Background: an optimization exercise with open tools, aiming at small area and a short achievable clock period. Do not read the settings as production practice.
At most, simulation tests tie the RTL to the original design; equivalence was not proved.
Power figures rest on the tool's default switching activity, not on a simulated workload.

==> inputs of run a <==
Design axi_slave, start of the top module:
module axi_slave #(
    parameter AXI_ID_WD   = 2,
    parameter AXI_DATA_WD = 32,
    parameter AXI_ADDR_WD = 32,
    parameter AXI_STRB_WD = 4
    )(
    input                      S_AXI_ACLK,
    input                      S_AXI_ARESETN,
    input  [AXI_ADDR_WD-1 : 0] S_AXI_AWADDR,
    input  [AXI_ID_WD-1   : 0] S_AXI_AWID,
    input  [1 : 0]             S_AXI_AWBURST,
    input  [2 : 0]             S_AXI_AWSIZE,
    input  [7 : 0]             S_AXI_AWLEN,
    input                      S_AXI_AWVALID,
    output                     S_AXI_AWREADY,
    input  [AXI_DATA_WD-1 : 0] S_AXI_WDATA,
    input  [AXI_STRB_WD-1 : 0] S_AXI_WSTRB,
    input                      S_AXI_WLAST,
    input                      S_AXI_WVALID,
    output                     S_AXI_WREADY,
    output [AXI_ID_WD-1   : 0] S_AXI_BID,
    output [1 : 0]             S_AXI_BRESP,
    output                     S_AXI_BVALID,
    input                      S_AXI_BREADY,
    input  [AXI_ADDR_WD-1 : 0] S_AXI_ARADDR,
    input  [AXI_ID_WD-1   : 0] S_AXI_ARID,
    input  [1 : 0]             S_AXI_ARBURST,
    input  [2 : 0]             S_AXI_ARSIZE,
    input  [7 : 0]             S_AXI_ARLEN,
    input                      S_AXI_ARVALID,
    output                     S_AXI_ARREADY,
    output [AXI_DATA_WD-1 : 0] S_AXI_RDATA,
    output                     S_AXI_RLAST,
    output [AXI_ID_WD-1   : 0] S_AXI_RID,
    output [1 : 0]             S_AXI_RRESP,
    output                     S_AXI_RVALID,
    input                      S_AXI_RREADY
    );
clock: 10.0 ns
lec_check: 0
cap_margin: 20
cell_pad_in_sites_detail_placement: 1
cell_pad_in_sites_global_placement: 2
core_margin: 2
core_utilization: 50
cts_cluster_diameter: 70
cts_cluster_size: 24
place_density: 0.66
setup_slack_margin: 5
slew_margin: 20
synth_hierarchical: 1
synth_minimum_keep_size: 0
tns_end_percent: 20
standard.sh (not shown) runs the stock make flow with config.mk's settings and CLKGATE_MAP_FILE= SYNTH_SCRIPT=/design/flow/synth_recipe.tcl, a recipe that flattens the netlist after the stock synthesis.
==> flow/flow/run.sh <==
#!/bin/bash
set -euo pipefail
bash standard.sh SETUP_SLACK_MARGIN=5.8 "BUFFER_PORTS_ARGS=-buffer_cell sky130_fd_sc_hd__buf_2" finish > flow_make.log 2>&1
==> run b: changes against run a <==
==> flow/flow/run.sh (replaced) <==
#!/bin/bash
set -euo pipefail
bash standard.sh SETUP_SLACK_MARGIN=6.0 "BUFFER_PORTS_ARGS=-buffer_cell sky130_fd_sc_hd__buf_2" finish > flow_make.log 2>&1
CORE_UTILIZATION = 45   (was 50)
PLACE_DENSITY = 0.62   (was 0.66)
==> run c: changes against run a <==
==> flow/flow/run.sh (replaced) <==
#!/bin/bash
set -euo pipefail
bash standard.sh SETUP_SLACK_MARGIN=6.0 "BUFFER_PORTS_ARGS=-buffer_cell sky130_fd_sc_hd__buf_2" finish > flow_make.log 2>&1
CTS_CLUSTER_DIAMETER = 80   (was 70)
CTS_CLUSTER_SIZE = 30   (was 24)
==> run d: changes against run a <==
--- a/flow/design.v
+++ b/flow/design.v
@@ -3,23 +3,21 @@
     input      [1 : 0] i_burst,
     input      [7 : 0] i_len,
     output             o_nf,
     output     [1 : 0] o_sz,
     output reg [7 : 0] o_mask
     );
     wire len_ok = (i_len[7 : 4] == 4'd0) && i_len[0] &&
                   (i_len[1] || !i_len[2]) && (i_len[2] || !i_len[3]);
-    wire [7 : 0] wrap = ({4'd0, i_len[3 : 0]} << i_size) | ~(8'hff << i_size);
+    wire [3 : 0] p = i_size + i_len[0] + i_len[1] + i_len[2] + i_len[3];
+    integer i;
     always @(*) begin
-        case (i_burst)
-            2'b10:   o_mask = len_ok ? wrap : 8'hff;
-            2'b11:   o_mask = 8'h00;
-            default: o_mask = 8'hff;
-        endcase
+        for (i = 0; i < 8; i = i + 1)
+            o_mask[i] = (i_burst == 2'b10) ? (!len_ok || p > i) : !i_burst[0] ? 1'b1 : !i_burst[1];
     end
     assign o_nf = (i_burst != 2'b00);
     assign o_sz = i_size[1 : 0];
 endmodule
 module axi_addr (
     input      [7 : 0] i_last_addr,
     input              i_nf,
     input      [1 : 0] i_sz,
@@ -81,16 +79,17 @@
     );
     localparam IW = AXI_ID_WD;
     reg            axi_awready;
     reg            axi_wready;
     reg [IW-1 : 0] axi_bid;
     reg            axi_bvalid;
     reg            bvalid_r;
     reg            axi_arready;
+    reg [31 : 0]   axi_rdata;
     reg            axi_rlast;
     reg [IW-1 : 0] axi_rid;
     reg            axi_rvalid;
     reg [7 : 0]    cur_rlen;
     wire awfire = S_AXI_AWVALID && axi_awready;
     wire wfire  = S_AXI_WVALID  && axi_wready;
     wire arfire = S_AXI_ARVALID && axi_arready;
     wire rfire  = axi_rvalid    && S_AXI_RREADY;
@@ -264,51 +263,39 @@
         else if (rfire)
             axi_rlast <= (cur_rlen == 8'd1);
     end
     wire [3 : 0] sh_in, sh_a, sh_n;
     wire [3 : 0] sh = axi_arready ? sh_in : S_AXI_RREADY ? sh_n : sh_a;
     assign sh_in = 4'd1 << S_AXI_ARADDR[1 : 0];
     assign sh_a  = 4'd1 << araddr[1 : 0];
     assign sh_n  = 4'd1 << rnext[1 : 0];
-    reg  [3 : 0]  sh_q;      
-    reg  [31 : 0] rd_q;      
-    always @(posedge S_AXI_ACLK) begin
-        sh_q <= sh;
-    end
     wire [31 : 0] rd_all;
     wire [3 : 0]  hit;
     wire [31 : 0] wdat_all;
     wire [7 : 0] in_p = axi_arready ? 8'd1 << S_AXI_ARADDR[4 : 2] : 8'd0;
     wire [7 : 0] in_q = axi_arready ? 8'd1 << S_AXI_ARADDR[7 : 5] : 8'd0;
-    wire sel_a = !axi_arready && !S_AXI_RREADY;
-    wire sel_n = !axi_arready && S_AXI_RREADY;
     wire [23 : 0] w_rows;
     bank_rows u_wrows (.a(awaddr), .rows(w_rows));
     genvar b, r, j, i;
     generate
         for (b = 0; b < 4; b = b + 1) begin : g_bank
             wire [1 : 0] wl   = b - awaddr[1 : 0];
             wire         wen  = wfire && S_AXI_WSTRB[wl];
             wire [7 : 0] wdat = S_AXI_WDATA[{wl, 3'b000} +: 8];
             wire [5 : 0] wrow  = w_rows[b*6 +: 6];
-            wire [5 : 0] arow_b = arow[b*6 +: 6];
-            wire [5 : 0] nrow_b = nrow[b*6 +: 6];
+            wire [5 : 0] irow  = S_AXI_RREADY ? nrow[b*6 +: 6] : arow[b*6 +: 6];
             wire [7 : 0] whi   = 8'd1 << wrow[5 : 3];
             wire [7 : 0] wlo   = 8'd1 << wrow[2 : 0];
-            wire [7 : 0] hi_a  = 8'd1 << arow_b[5 : 3];
-            wire [7 : 0] lo_a  = 8'd1 << arow_b[2 : 0];
-            wire [7 : 0] hi_n  = 8'd1 << nrow_b[5 : 3];
-            wire [7 : 0] lo_n  = 8'd1 << nrow_b[2 : 0];
+            wire [7 : 0] hi_r  = axi_arready ? 8'd0 : 8'd1 << irow[5 : 3];
+            wire [7 : 0] lo_r  = axi_arready ? 8'd0 : 8'd1 << irow[2 : 0];
             wire [7 : 0] rhi, rlo;
             line_sel #(.B(b)) u_lines (
                 .a_lo(S_AXI_ARADDR[1 : 0]), .p(in_p), .q(in_q),
-                .sel_a(sel_a), .lo_a(lo_a), .hi_a(hi_a),
-                .sel_n(sel_n), .lo_n(lo_n), .hi_n(hi_n),
-                .lo(rlo), .hi(rhi)
+                .lo_r(lo_r), .hi_r(hi_r), .lo(rlo), .hi(rhi)
             );
             wire [511 : 0] q;
             for (r = 0; r < 64; r = r + 1) begin : g_row
                 reg [7 : 0] m;
                 always @(posedge S_AXI_ACLK) begin
                     if (wen && whi[r / 8] && wlo[r % 8])
                         m <= wdat;
                 end
@@ -319,69 +306,87 @@
                 for (r = 0; r < 64; r = r + 1) begin : g_col
                     assign col[r] = q[r*8 + j];
                 end
                 mux64_oh u_mux (.d(col), .hi(rhi), .lo(rlo), .y(rd_all[b*8 + j]));
             end
             assign hit[b] = wen && (|(whi & rhi)) && (|(wlo & rlo));
             assign wdat_all[b*8 +: 8] = wdat;
         end
-        for (b = 0; b < 4; b = b + 1) begin : g_bq
-            always @(posedge S_AXI_ACLK) begin
-                rd_q[b*8 +: 8] <= hit[b] ? wdat_all[b*8 +: 8] : rd_all[b*8 +: 8];
-            end
-        end
         for (i = 0; i < 4; i = i + 1) begin : g_lane
             wire [3 : 0] rot;
             for (b = 0; b < 4; b = b + 1) begin : g_rot
-                assign rot[b] = sh_q[(b - i) & 3];
+                assign rot[b] = sh[(b - i) & 3];
             end
+            wire [3 : 0] gm = rot & ~hit;
+            wire [3 : 0] gw = rot & hit;
             for (j = 0; j < 8; j = j + 1) begin : g_bit
-                assign S_AXI_RDATA[i*8 + j] = |(rot & {rd_q[24 + j], rd_q[16 + j], rd_q[8 + j], rd_q[j]});
+                wire wb = |(gw & {wdat_all[24 + j], wdat_all[16 + j], wdat_all[8 + j], wdat_all[j]});
+                wire y;
+                lane_sel u_sel (.g(gm), .d({rd_all[24 + j], rd_all[16 + j], rd_all[8 + j], rd_all[j]}),
+                                .wb_n(!wb), .y(y));
+                always @(posedge S_AXI_ACLK) begin
+                    axi_rdata[i*8 + j] <= y;
+                end
             end
         end
     endgenerate
     assign S_AXI_ARREADY = axi_arready;
     assign S_AXI_RVALID  = axi_rvalid;
+    assign S_AXI_RDATA   = axi_rdata;
     assign S_AXI_RLAST   = axi_rlast;
     assign S_AXI_RID     = axi_rid;
     assign S_AXI_RRESP   = 2'b00;
 endmodule
 module bank_rows (
     input  [7 : 0]  a,
     output [23 : 0] rows
     );
     genvar b;
     generate
         for (b = 0; b < 4; b = b + 1) begin : g_b
             assign rows[b*6 +: 6] = a[7 : 2] + (a[1 : 0] > b);
         end
     endgenerate
 endmodule
+module lane_sel (
+    input  [3 : 0] g,
+    input  [3 : 0] d,
+    input          wb_n,
+    output         y
+    );
+    wire n0, n1;
+    aoi22 u0 (.a(d[1 : 0]), .s(g[1 : 0]), .y(n0));
+    aoi22 u1 (.a(d[3 : 2]), .s(g[3 : 2]), .y(n1));
+    assign y = !(n0 & n1 & wb_n);
+endmodule
+module aoi22 (
+    input  [1 : 0] a,
+    input  [1 : 0] s,
+    output         y
+    );
+    assign y = !((a[0] & s[0]) | (a[1] & s[1]));
+endmodule
 module line_sel #(
     parameter B = 0
     )(
     input  [1 : 0] a_lo,
     input  [7 : 0] p,
     input  [7 : 0] q,
-    input          sel_a,
-    input  [7 : 0] lo_a,
-    input  [7 : 0] hi_a,
-    input          sel_n,
-    input  [7 : 0] lo_n,
-    input  [7 : 0] hi_n,
+    input  [7 : 0] lo_r,
+    input  [7 : 0] hi_r,
     output [7 : 0] lo,
     output [7 : 0] hi
     );
     wire c     = (a_lo > B);
     wire carry = c && p[7];
     wire [7 : 0] lo_in = c     ? {p[6 : 0], p[7]} : p;
     wire [7 : 0] hi_in = carry ? {q[6 : 0], q[7]} : q;
-    assign lo = lo_in | (lo_a & {8{sel_a}}) | (lo_n & {8{sel_n}});
-    assign hi = hi_in | (hi_a & {8{sel_a}}) | (hi_n & {8{sel_n}});
+    assign lo = lo_in | lo_r;
+    assign hi = hi_in | hi_r;
 endmodule
 module mux64_oh (
     input  [63 : 0] d,
     input  [7 : 0]  hi,
     input  [7 : 0]  lo,
     output          y
     );
     wire [7 : 0] g;
==> flow/flow/run.sh (replaced) <==
#!/bin/bash
set -euo pipefail
bash standard.sh SETUP_SLACK_MARGIN=6.5 "BUFFER_PORTS_ARGS=-buffer_cell sky130_fd_sc_hd__buf_2" finish > flow_make.log 2>&1
CELL_PAD_IN_SITES_DETAIL_PLACEMENT = 2   (was 1)
CELL_PAD_IN_SITES_GLOBAL_PLACEMENT = 4   (was 2)
CORE_UTILIZATION = 40   (was 50)
PLACE_DENSITY = 0.6   (was 0.66)
==> qor summary <==
Combinational group share of total power: run b 17.6%; run c 16.9%; run d 20.5%; run a 16.0%
Outcome: run b complete, no violations; run c complete, no violations; run d complete, no violations; run a complete, no violations
Switching part of the total: run b 29.50%; run c 29.97%; run d 31.36%; run a 28.64%
Worst-case register-to-register setup slack: run b 5.97 ns; run c 6.04 ns; run d 5.85 ns; run a 5.74 ns
Total combinational power: run b 3.71 mW; run c 3.46 mW; run d 4.50 mW; run a 3.26 mW
Post-synth top area share: run b 74.33%; run c 74.33%; run d 74.26%; run a 74.33%
Area of the multi-input gates: run b 22,140 µm²; run c 21,600 µm²; run d 25,070 µm²; run a 21,260 µm²
Crit Path Max Fanout: run b 6; run c 65; run d 4; run a 43
Clkbuf count: run b 158; run c 118; run d 154; run a 155
Basic-gate share of the synthesized area counting and, or, nand and nor cells: run b 6.472%; run c 6.472%; run d 6.905%; run a 6.472%
Clock skew after layout: run b 0.03782 ns; run c 0.03349 ns; run d 0.04999 ns; run a 0.03382 ns
Sequential fraction of total cell area: run b 65.14%; run c 66.44%; run d 61.08%; run a 67.48%
CTS clk-pin slew, worst paths: run b 0.08 ns; run c 0.10 ns; run d 0.07 ns; run a 0.06 ns
Register area share after synthesis: run b 75.51%; run c 75.51%; run d 75.35%; run a 75.51%
Number of well taps: run b 2,511; run c 2,310; run d 2,838; run a 2,310
Clock insertion delay at the later pin of the skew report: run b 0.83 ns; run c 0.83 ns; run d 0.86 ns; run a 0.83 ns
Area of all sequential standard cells: run b 65,360 µm²; run c 65,370 µm²; run d 65,270 µm²; run a 65,350 µm²
Multi-input logic portion of the cell area: run b 22.07%; run c 21.96%; run d 23.46%; run a 21.96%
No functional check of the RTL was part of run d.

[afterwards: timing with drivers on the ports]
Ports are ideal in the flow. The routed layouts listed here were re-timed in OpenROAD. Step 1, drivers: a clkbuf_16 drives S_AXI_ACLK and a buf_2 each remaining input, both assumed. Step 2 moves the port delays by t, midway between the first and last clock arrival at a register: inputs arrive t later, outputs are due t later. That takes back most of the time a late clock gives input paths. Three values: ideal, step 1, step 2; two values: the first two.
run	t, ns	setup WS [ns]	slew at the worst register clock pin (ns)	cell pins on the clock port's net
run a	0.897	5.636 / 5.698 / 4.800	0.10 / 0.10	1
run b	0.905	5.743 / 5.789 / 4.883	0.10 / 0.10	1
run c	0.905	5.889 / 5.940 / 5.035	0.12 / 0.12	1
run d	0.930	5.390 / 5.430 / 4.500	0.11 / 0.11	1
After both steps every run listed still meets setup and hold. The setup slack of run d, which loses most, moves by +0.040 ns with the drivers and by -0.890 ns with both steps.
